What follows belongs to an exercise in optimizing a design on an open flow for small area and a short achievable clock period; a production flow would make more cautious choices.
At most, simulation tests tie the RTL to the original design; equivalence was not proved.
Power figures rest on the tool's default switching activity, not on a simulated workload.

Setup of violet:
==> flow/design.v <==
module CONV(
 input wire reset,  
 input wire clk,  
 input wire signed [7: 0] CONV_iData0,  
 input wire signed [7: 0] CONV_iData1,  
 output reg signed [15: 0] CONV_oData  
);
reg [6:0] cnt;           
reg [3:0] ii;            
reg [2:0] jj;            
reg [7:0] ra [0:8];      
reg [15:0] rl [0:7];     
reg [15:0] ru [0:7];     
reg [7:0] bj;            
reg [8:0] nb;            
reg [15:0] ps, pc;       
function [9:0] bpp;
	input [2:0] x;
	input [7:0] b;
	input [8:0] n;
	case (x)
		3'b001, 3'b010: bpp = {{2{b[7]}}, b};
		3'b011:         bpp = {b[7], b, 1'b0};
		3'b100:         bpp = {n, 1'b0};
		3'b101, 3'b110: bpp = {n[8], n};
		default:        bpp = 10'd0;
	endcase
endfunction
wire [7:0] a_tap = ra[6];
wire [9:0] pp0 = bpp({a_tap[1:0], 1'b0}, bj, nb);
wire [9:0] pp1 = bpp(a_tap[3:1], bj, nb);
wire [9:0] pp2 = bpp(a_tap[5:3], bj, nb);
wire [9:0] pp3 = bpp(a_tap[7:5], bj, nb);
wire [15:0] r0 = {{6{pp0[9]}}, pp0};
wire [15:0] r1 = {{4{pp1[9]}}, pp1, 2'b0};
wire [15:0] r2 = {{2{pp2[9]}}, pp2, 4'b0};
wire [15:0] r3 = {pp3, 6'b0};
wire [15:0] s1 = r0 ^ r1 ^ r2;
wire [15:0] c1 = {(r0[14:0] & r1[14:0]) | (r0[14:0] & r2[14:0]) | (r1[14:0] & r2[14:0]), 1'b0};
wire [15:0] s2 = s1 ^ c1 ^ r3;
wire [15:0] c2 = {(s1[14:0] & c1[14:0]) | (s1[14:0] & r3[14:0]) | (c1[14:0] & r3[14:0]), 1'b0};
reg v_d, up_d, clr_d;    
wire load = (cnt < 7'd8);
wire in_block = (cnt >= 7'd7) && (cnt <= 7'd77);
wire valid = in_block && (ii != 4'd8);
wire upper = ({1'b0, ii} + {2'b0, jj}) >= 5'd8;
wire clear = (jj == 3'd0) || (ii == 4'd7);
wire [15:0] sel = up_d ? ru[7] : rl[7];
wire [15:0] base = clr_d ? 16'd0 : sel;
wire [15:0] s3 = base ^ ps ^ pc;
wire [15:0] c3 = {(base[14:0] & ps[14:0]) | (base[14:0] & pc[14:0]) | (ps[14:0] & pc[14:0]), 1'b0};
wire [15:0] sum = s3 + c3;
integer s;
always @(posedge clk) begin
	if (reset == 0) begin
		cnt <= 7'd0;
		v_d <= 1'b0;
		CONV_oData <= 16'd0;
	end else begin
		cnt <= (cnt == 7'd111) ? 7'd0 : cnt + 7'd1;
		v_d <= valid;
		if (cnt >= 7'd81 && cnt <= 7'd88)
			CONV_oData <= rl[0];
		else if (cnt >= 7'd89 && cnt <= 7'd95)
			CONV_oData <= ru[0];
		else
			CONV_oData <= 16'd0;
	end
	if (cnt == 7'd6) begin
		ii <= 4'd0;
		jj <= 3'd0;
	end else if (ii == 4'd8) begin
		ii <= 4'd0;
		jj <= jj + 3'd1;
	end else
		ii <= ii + 4'd1;
	up_d <= upper;
	clr_d <= clear;
	if (cnt == 7'd6 || ii == 4'd8) begin
		bj <= ru[5][7:0];
		nb <= 9'd0 - {ru[5][7], ru[5][7:0]};
	end
	ps <= s2;
	pc <= c2;
	ra[0] <= load ? CONV_iData0 : ra[8];
	for (s = 1; s < 9; s = s + 1)
		ra[s] <= ra[s-1];
	for (s = 1; s < 8; s = s + 1) begin
		rl[s] <= rl[s-1];
		ru[s] <= ru[s-1];
	end
	rl[0] <= (v_d && !up_d) ? sum : rl[7];
	ru[0] <= load ? {ru[7][15:8], CONV_iData1} : (v_d && up_d) ? sum : ru[7];
end
endmodule
clock: 10.0 ns
lec_check: 0
cap_margin: 20
core_margin: 2
core_utilization: 70
slew_margin: 20
run.sh (not shown) runs the stock make flow with config.mk's settings and CLKGATE_MAP_FILE= SYNTH_SCRIPT=/design/flow/synth_recipe.tcl, a recipe that flattens the netlist after the stock synthesis.
violet finished all stages; the layout is clean.
#### Input delta (amber over violet)
Settings: CTS_BUF_LIST: unset -> sky130_fd_sc_hd__clkbuf_4.
--- outcome ---
Looking at the reports, amber completed the entire flow and the layout it produced met the timing, DRC and antenna checks. Sort violet and amber by number of global-route vias before repair, ascending, and violet comes first. violet and amber ended up with roughly the same global-route wire length before repair. On final routed wirelength across all metal layers: between violet and amber, it ends up lower for amber. Relative to violet, the post-route total power measured on amber has decreased by a few percent.
The inputs of zinc differ from those of amber as listed below.
Settings: clearing CTS_BUF_LIST, which used to be sky130_fd_sc_hd__clkbuf_4; swapping 70 for 40 in CORE_UTILIZATION.
--- outcome ---
zinc | stages: all done | timing, DRC, antenna: all pass
Synthesis-to-finish area growth ended up 3.2 points higher on zinc than on amber.
Final non-filler cell area: zinc vs amber up 2.9%
zinc vs amber — arrival time at the worst endpoint dropped 0.21 ns.
When zinc is set beside amber, its worst hold-check slack turns out to be 0.0067 ns larger.
Well-tap cell count: zinc vs amber up 213
Number of fillers in the final layout sits higher in zinc than in amber.
On zinc: setup slack is 0.22 ns higher than what amber gave.
Re die area: zinc is 14000 um2 up on amber.
Area used by multi-input combinational logic: amber vs zinc identical

========
Another version of the RTL of CONV (not shown whole).
For scale: about 1100 cells after synthesis, about 34 I/O pins, roughly 13000 µm² of cells after synthesis.
Settings: LEC_CHECK=0, CAP_MARGIN=20, CORE_MARGIN=2, CORE_UTILIZATION=70, CTS_BUF_LIST=sky130_fd_sc_hd__clkbuf_16, CTS_CLUSTER_DIAMETER=50, CTS_CLUSTER_SIZE=20, SLEW_MARGIN=20; clock period 10.0 ns.
Rerun with:
CTS_BUF_LIST = sky130_fd_sc_hd__clkbuf_8   (was sky130_fd_sc_hd__clkbuf_16)
CTS_CLUSTER_DIAMETER = 40   (was 50)
CTS_CLUSTER_SIZE = 16   (was 20)
After rerunning: The changed run went through all stages and came out clean. Total power came out lower by a few percent. Wire length came out lower by a few percent. Worst setup slack stays flat. Combinational power came out lower slightly. First-iteration DRC count came out higher by about a fifth. Die area is unchanged. Register-to-register slack is about the same. Final area came out lower slightly. Non-clock buffer count is unchanged. Sequential share of layout area came out higher by 0.90 points. Maximum frequency stays flat.
Rerun with:
==> flow/flow/run.sh (new file) <==
#!/bin/bash
# Standard layout, with stronger port buffers and timing repair aimed at a
# shorter period than the constraint (the constraint itself is unchanged).
set -uo pipefail
export BUFFER_PORTS_ARGS="-buffer_cell sky130_fd_sc_hd__buf_2"
export SETUP_SLACK_MARGIN=7.0
bash standard.sh > standard_flow.log 2>&1
==> flow/standard.sh (new file) <==
#!/bin/bash
# synth_recipe.tcl (not shown) runs the flow's synth.tcl, then flattens the netlist and writes it again
# the make line also repeats each setting of config.mk as NAME=value (left out here)
make -C /OpenROAD-flow-scripts/flow DESIGN_CONFIG=/design/flow/config.mk WORK_HOME=/design/flow/orfs CLKGATE_MAP_FILE= SYNTH_SCRIPT=/design/flow/synth_recipe.tcl "${@:-finish}"
removed: flow/run.sh
=>
- The changed run completed without violations
- combinational power is higher by 25%
- clock power goes up by 2.3%
- hold slack loses 0.0071 ns
- via count is higher by 2.0%
- cell count came out higher by 1.0%
- critical path depth falls by 10
- clock-buffer cell count decreases by 1
- non-clock buffer count grows by 13
- wire length goes up by 4.6%
Rerun with:
==> flow/run.sh (new file) <==
#!/bin/bash
# synth_recipe.tcl (not shown) runs the flow's synth.tcl, then flattens the netlist and writes it again
# the make line also repeats each setting of config.mk as NAME=value (left out here)
make -C /OpenROAD-flow-scripts/flow DESIGN_CONFIG=/design/flow/config.mk WORK_HOME=/design/flow/orfs CLKGATE_MAP_FILE= SYNTH_SCRIPT=/design/flow/synth_recipe.tcl finish
ABC_CLOCK_PERIOD_IN_PS = 2500   (was unset)
removed: flow/flow/run.sh
removed: flow/standard.sh
=> The new run produced a clean layout. Final area went down slightly. Core utilization went down by 1.3 points. Via count went down slightly. Fmax went down by about a fifth. Hold slack gains 0.0071 ns. Non-clock buffer count went down by 13. Final cell count went down slightly. Setup slack loses 0.77 ns. Wire length went down by a few percent. Total power went down by a few percent.
Function was not checked in any run of this note: the RTL went through the layout flow alone.

========
Another version of the RTL of CONV (not shown whole).
Size: roughly 380 flip-flops, about 34 I/O pins.
export LEC_CHECK = 0
export CAP_MARGIN = 20
export CORE_MARGIN = 2
export CORE_UTILIZATION = 75
export CTS_BUF_LIST = sky130_fd_sc_hd__clkbuf_8
export CTS_CLUSTER_DIAMETER = 40
export CTS_CLUSTER_SIZE = 16
export SLEW_MARGIN = 20
create_clock -name core_clock -period 10.0 [get_ports {clk}]
standard.sh (not shown) runs the stock make flow with config.mk's settings and CLKGATE_MAP_FILE= SYNTH_SCRIPT=/design/flow/synth_recipe.tcl, a recipe that flattens the netlist after the stock synthesis.
==> flow/flow/run.sh <==
#!/bin/bash
# Standard layout, with stronger port buffers, a stronger clock root buffer and
# timing repair aimed at a shorter period than the constraint (the constraint
# itself is unchanged).
set -uo pipefail
export BUFFER_PORTS_ARGS="-buffer_cell sky130_fd_sc_hd__buf_2"
export SETUP_SLACK_MARGIN=7.0
export CTS_ARGS="-sink_clustering_enable -repair_clock_nets -sink_clustering_size 16 -sink_clustering_max_diameter 40 -buf_list sky130_fd_sc_hd__clkbuf_8 -dont_use_dummy_load -root_buf sky130_fd_sc_hd__clkbuf_16"
bash standard.sh > standard_flow.log 2>&1
The baseline ran to the end with no violations.
Edit:
--- a/flow/flow/run.sh
+++ b/flow/flow/run.sh
@@ -6 +6 @@
-export BUFFER_PORTS_ARGS="-buffer_cell sky130_fd_sc_hd__buf_2"
+export BUFFER_PORTS_ARGS="-buffer_cell sky130_fd_sc_hd__buf_4"
CORE_UTILIZATION = 70   (was 75)
What happened:
- The new run completed with no timing, DRC or antenna violations
- first-iteration DRC count increases by 10%
- via count is about the same
- wire length decreases by about 1.6%
- cell area increases by 1.1%
- power barely changes
- setup slack gains 20 ps
- sequential cell count does not change
- cell count increases by 3.0%
Edit:
--- a/flow/flow/run.sh
+++ b/flow/flow/run.sh
@@ -6 +6 @@
-export BUFFER_PORTS_ARGS="-buffer_cell sky130_fd_sc_hd__buf_4"
+export BUFFER_PORTS_ARGS="-buffer_cell sky130_fd_sc_hd__buf_2"
Via count stays flat. Setup slack is about the same. Synthesized cell count does not change.
Edit:
--- a/flow/flow/run.sh
+++ b/flow/flow/run.sh
@@ -8 +8 @@
-export CTS_ARGS="-sink_clustering_enable -repair_clock_nets -sink_clustering_size 16 -sink_clustering_max_diameter 40 -buf_list sky130_fd_sc_hd__clkbuf_8 -dont_use_dummy_load -root_buf sky130_fd_sc_hd__clkbuf_16"
+export CTS_ARGS="-sink_clustering_enable -repair_clock_nets -sink_clustering_size 12 -sink_clustering_max_diameter 35 -buf_list sky130_fd_sc_hd__clkbuf_4 -dont_use_dummy_load -root_buf sky130_fd_sc_hd__clkbuf_16"
Combinational power hardly moves.
Synthesized cell count does not change.
Area after synthesis is unchanged.
Total power went down by 4.0%.
Flip-flop and latch count stays the same.
Routed wire length went down by 1.9%.
Die area does not change.
Global-route usage went down by 0.45 points.

========
Another version of the RTL of CONV (not shown whole).
Size: roughly 840 cells after synthesis, roughly 400 flip-flops, ~12000 um2 of cells after synthesis.
==> flow/config.mk <==
export PLATFORM = sky130hd
export DESIGN_NAME = CONV
export DESIGN_NICKNAME = CONV
export VERILOG_FILES = /design/flow/design.v
export SDC_FILE = /design/flow/constraint.sdc
export NUM_CORES = 4
export LEC_CHECK = 0
export CAP_MARGIN = 20
export CORE_MARGIN = 2
export CORE_UTILIZATION = 70
export CTS_BUF_LIST = sky130_fd_sc_hd__clkbuf_8
export CTS_CLUSTER_DIAMETER = 40
export CTS_CLUSTER_SIZE = 16
export SLEW_MARGIN = 20
==> flow/constraint.sdc <==
create_clock -name core_clock -period 10.0 [get_ports {clk}]
set_input_delay 2.0000 -clock core_clock [delete_from_list [all_inputs] [get_ports {clk}]]
set_output_delay 2.0000 -clock core_clock [all_outputs]
set_load 0.01 [all_outputs]
==> flow/flow/run.sh <==
#!/bin/bash
# Standard layout, with stronger port buffers, a stronger clock root buffer and
# timing repair aimed at a shorter period than the constraint (the constraint
# itself is unchanged).
set -uo pipefail
export BUFFER_PORTS_ARGS="-buffer_cell sky130_fd_sc_hd__buf_2"
export SETUP_SLACK_MARGIN=7.0
export CTS_ARGS="-sink_clustering_enable -repair_clock_nets -sink_clustering_size 16 -sink_clustering_max_diameter 40 -buf_list sky130_fd_sc_hd__clkbuf_8 -root_buf sky130_fd_sc_hd__clkbuf_16"
bash standard.sh > standard_flow.log 2>&1
The first run completed with no timing, DRC or antenna violations.
Rerun with:
==> flow/flow/run.sh (replaced) <==
#!/bin/bash
# Standard layout, with stronger port buffers and timing repair aimed at a
# shorter period than the constraint (the constraint itself is unchanged).
set -uo pipefail
export BUFFER_PORTS_ARGS="-buffer_cell sky130_fd_sc_hd__buf_2"
export SETUP_SLACK_MARGIN=7.0
bash standard.sh > standard_flow.log 2>&1
CORE_UTILIZATION = 85   (was 70)
With this change the flow failed in global routing (GRT-0232).
Synthesized cell count stays the same.
Area after synthesis stays the same.
Rerun with:
==> flow/flow/run.sh (replaced) <==
#!/bin/bash
# Standard layout, with stronger port buffers, a stronger clock root buffer and
# timing repair aimed at a shorter period than the constraint (the constraint
# itself is unchanged).
set -uo pipefail
export BUFFER_PORTS_ARGS="-buffer_cell sky130_fd_sc_hd__buf_2"
export SETUP_SLACK_MARGIN=7.0
export CTS_ARGS="-sink_clustering_enable -repair_clock_nets -sink_clustering_size 16 -sink_clustering_max_diameter 40 -buf_list sky130_fd_sc_hd__clkbuf_8 -root_buf sky130_fd_sc_hd__clkbuf_16 -sink_clustering_levels 1"
bash standard.sh > standard_flow.log 2>&1
CORE_UTILIZATION = 70   (was 85)
Effect:
- The new run completed without violations
- area after synthesis stays the same
- synthesized cell count does not change
Rerun with:
==> flow/flow/run.sh (replaced) <==
#!/bin/bash
# Standard layout, with stronger port buffers and timing repair aimed at a
# shorter period than the constraint (the constraint itself is unchanged).
set -uo pipefail
export BUFFER_PORTS_ARGS="-buffer_cell sky130_fd_sc_hd__buf_2"
export SETUP_SLACK_MARGIN=7.0
bash standard.sh > standard_flow.log 2>&1
CTS_BUF_LIST = sky130_fd_sc_hd__clkbuf_16   (was sky130_fd_sc_hd__clkbuf_8)
CTS_CLUSTER_DIAMETER = 45   (was 40)
CTS_CLUSTER_SIZE = 30   (was 16)
What happened: The changed run completed with no timing, DRC or antenna violations. Utilization came out higher by 2.7 points. Cell count hardly moves. Power came out higher by 9.0%. Combinational power is about the same. Synthesized cell count is unchanged. Synthesized area stays the same. Worst setup slack loses 0.039 ns.

========
Setup of run A:
Another version of the RTL of CONV (not shown whole).
Size: roughly 810 cells after synthesis, roughly 380 flip-flops.
==> flow/config.mk <==
export PLATFORM = sky130hd
export DESIGN_NAME = CONV
export DESIGN_NICKNAME = CONV
export VERILOG_FILES = /design/flow/design.v
export SDC_FILE = /design/flow/constraint.sdc
export NUM_CORES = 4
export LEC_CHECK = 0
export CAP_MARGIN = 20
export CORE_MARGIN = 2
export CORE_UTILIZATION = 70
export CTS_BUF_LIST = sky130_fd_sc_hd__clkbuf_8
export CTS_CLUSTER_DIAMETER = 40
export CTS_CLUSTER_SIZE = 16
export SLEW_MARGIN = 20
==> flow/constraint.sdc <==
create_clock -name core_clock -period 10.0 [get_ports {clk}]
set_input_delay 2.0000 -clock core_clock [delete_from_list [all_inputs] [get_ports {clk}]]
set_output_delay 2.0000 -clock core_clock [all_outputs]
set_load 0.01 [all_outputs]
==> flow/flow/run.sh <==
#!/bin/bash
# Standard layout, with stronger port buffers, a stronger clock root buffer and
# timing repair aimed at a shorter period than the constraint (the constraint
# itself is unchanged).
set -uo pipefail
export BUFFER_PORTS_ARGS="-buffer_cell sky130_fd_sc_hd__buf_2"
export SETUP_SLACK_MARGIN=7.15
export CTS_ARGS="-sink_clustering_enable -repair_clock_nets -sink_clustering_size 16 -sink_clustering_max_diameter 40 -buf_list sky130_fd_sc_hd__clkbuf_8 -dont_use_dummy_load -root_buf sky130_fd_sc_hd__clkbuf_16"
bash standard.sh > standard_flow.log 2>&1
[inputs] run B vs run A
-- flow/flow/run.sh --
<<< run A, line 7
export SETUP_SLACK_MARGIN=7.15
>>> run B, line 7
export SETUP_SLACK_MARGIN=7.0
Findings:
On run B: setup slack of the critical path after layout is 39 ps lower than what run A gave. Against run A, run B comes in 0.3 points higher on combinational fraction of design power. NOTE: clock share of power in run B falls short of that of run A.
For run C, these inputs were changed with respect to run B:
-- flow/flow/run.sh --
<<< run B, line 8
export CTS_ARGS="-sink_clustering_enable -repair_clock_nets -sink_clustering_size 16 -sink_clustering_max_diameter 40 -buf_list sky130_fd_sc_hd__clkbuf_8 -dont_use_dummy_load -root_buf sky130_fd_sc_hd__clkbuf_16"
>>> run C, line 8
export CTS_ARGS="-sink_clustering_enable -repair_clock_nets -sink_clustering_size 12 -sink_clustering_max_diameter 35 -buf_list sky130_fd_sc_hd__clkbuf_4 -dont_use_dummy_load -root_buf sky130_fd_sc_hd__clkbuf_16"
The average via count per standard cell of run B and that of run C are within noise of each other.
Compared with run B, run C shows a higher worst setup slack after layout.
Clock latency reported for the late side of the worst-skew pair of run B is on par with run C.
Total track usage on run C is up relative to run B.
Taking run B as the reference point, the area overhead of the layout relative to synthesis of run C falls by 0.54 points.
Run B → run C: average wire per standard cell moved down; post-route standard cell area excluding fillers moved down; total power moved down.
Run B -> run C: synthesized cell count delta 0, exact match

[what the ideal ports hide]
The flow's constraints put no driver on any port. The routed layouts listed below were extracted and timed again, unchanged, in two steps. Step 1, drivers: a clkbuf_16 drives clk and a buf_2 each remaining input, both assumed. Step 2 also shifts input and output timing later by t, the mid clock arrival at the registers, as if the neighbouring blocks saw the same clock. a / b / c = ideal / step 1 / step 2; a / b = the first two.
| run | t, ns | setup WS [ns] | worst setup path at the end | slew at the worst register clock pin (ns) | cell pins on the clock port's net |
|---|---|---|---|---|---|
| violet | 0.564 | 6.580 / 6.534 / 6.434 | input to register | 0.07 / 0.07 | 1 |
| amber | 0.738 | 6.367 / 6.327 / 6.431 | input to register | 0.08 / 0.08 | 1 |
| zinc | 0.566 | 6.583 / 6.533 / 6.568 | input to register | 0.07 / 0.07 | 1 |
| the first run of note 2 | 0.608 | 6.226 / 6.226 / 6.226 | register to register | 0.08 / 0.08 | 1 |
| the second run of note 2 | 0.577 | 6.225 / 6.225 / 6.225 | register to register | 0.10 / 0.10 | 1 |
| the third run of note 2 | 0.572 | 6.996 / 6.954 / 7.006 | input to register | 0.10 / 0.10 | 1 |
| the fourth run of note 2 | 0.577 | 6.225 / 6.225 / 6.225 | register to register | 0.10 / 0.10 | 1 |
| the first run of note 3 | 0.508 | 7.042 / 6.997 / 6.871 | input to register | 0.10 / 0.10 | 1 |
| the second run of note 3 | 0.501 | 7.062 / 7.021 / 6.841 | input to register | 0.09 / 0.09 | 1 |
| the third run of note 3 | 0.504 | 7.060 / 7.014 / 6.852 | input to register | 0.09 / 0.09 | 1 |
| the fourth run of note 3 | 0.505 | 7.039 / 6.998 / 6.859 | input to register | 0.12 / 0.12 | 1 |
| the first run of note 4 | 0.529 | 7.049 / 7.016 / 6.897 | input to register | 0.09 / 0.09 | 1 |
| the third run of note 4 | 0.529 | 7.049 / 7.016 / 6.897 | input to register | 0.09 / 0.09 | 1 |
| the fourth run of note 4 | 0.550 | 7.010 / 6.967 / 6.843 | input to register | 0.10 / 0.10 | 1 |
| run A | 0.498 | 7.076 / 7.035 / 6.840 | input to register | 0.09 / 0.09 | 1 |
| run B | 0.524 | 7.037 / 6.994 / 6.863 | input to register | 0.09 / 0.09 | 1 |
| run C | 0.506 | 7.043 / 7.003 / 6.843 | input to register | 0.11 / 0.11 | 1 |
After both steps every run listed still meets setup and hold. The setup slack of run A, which loses most, moves by -0.041 ns with the drivers and by -0.236 ns with both steps.
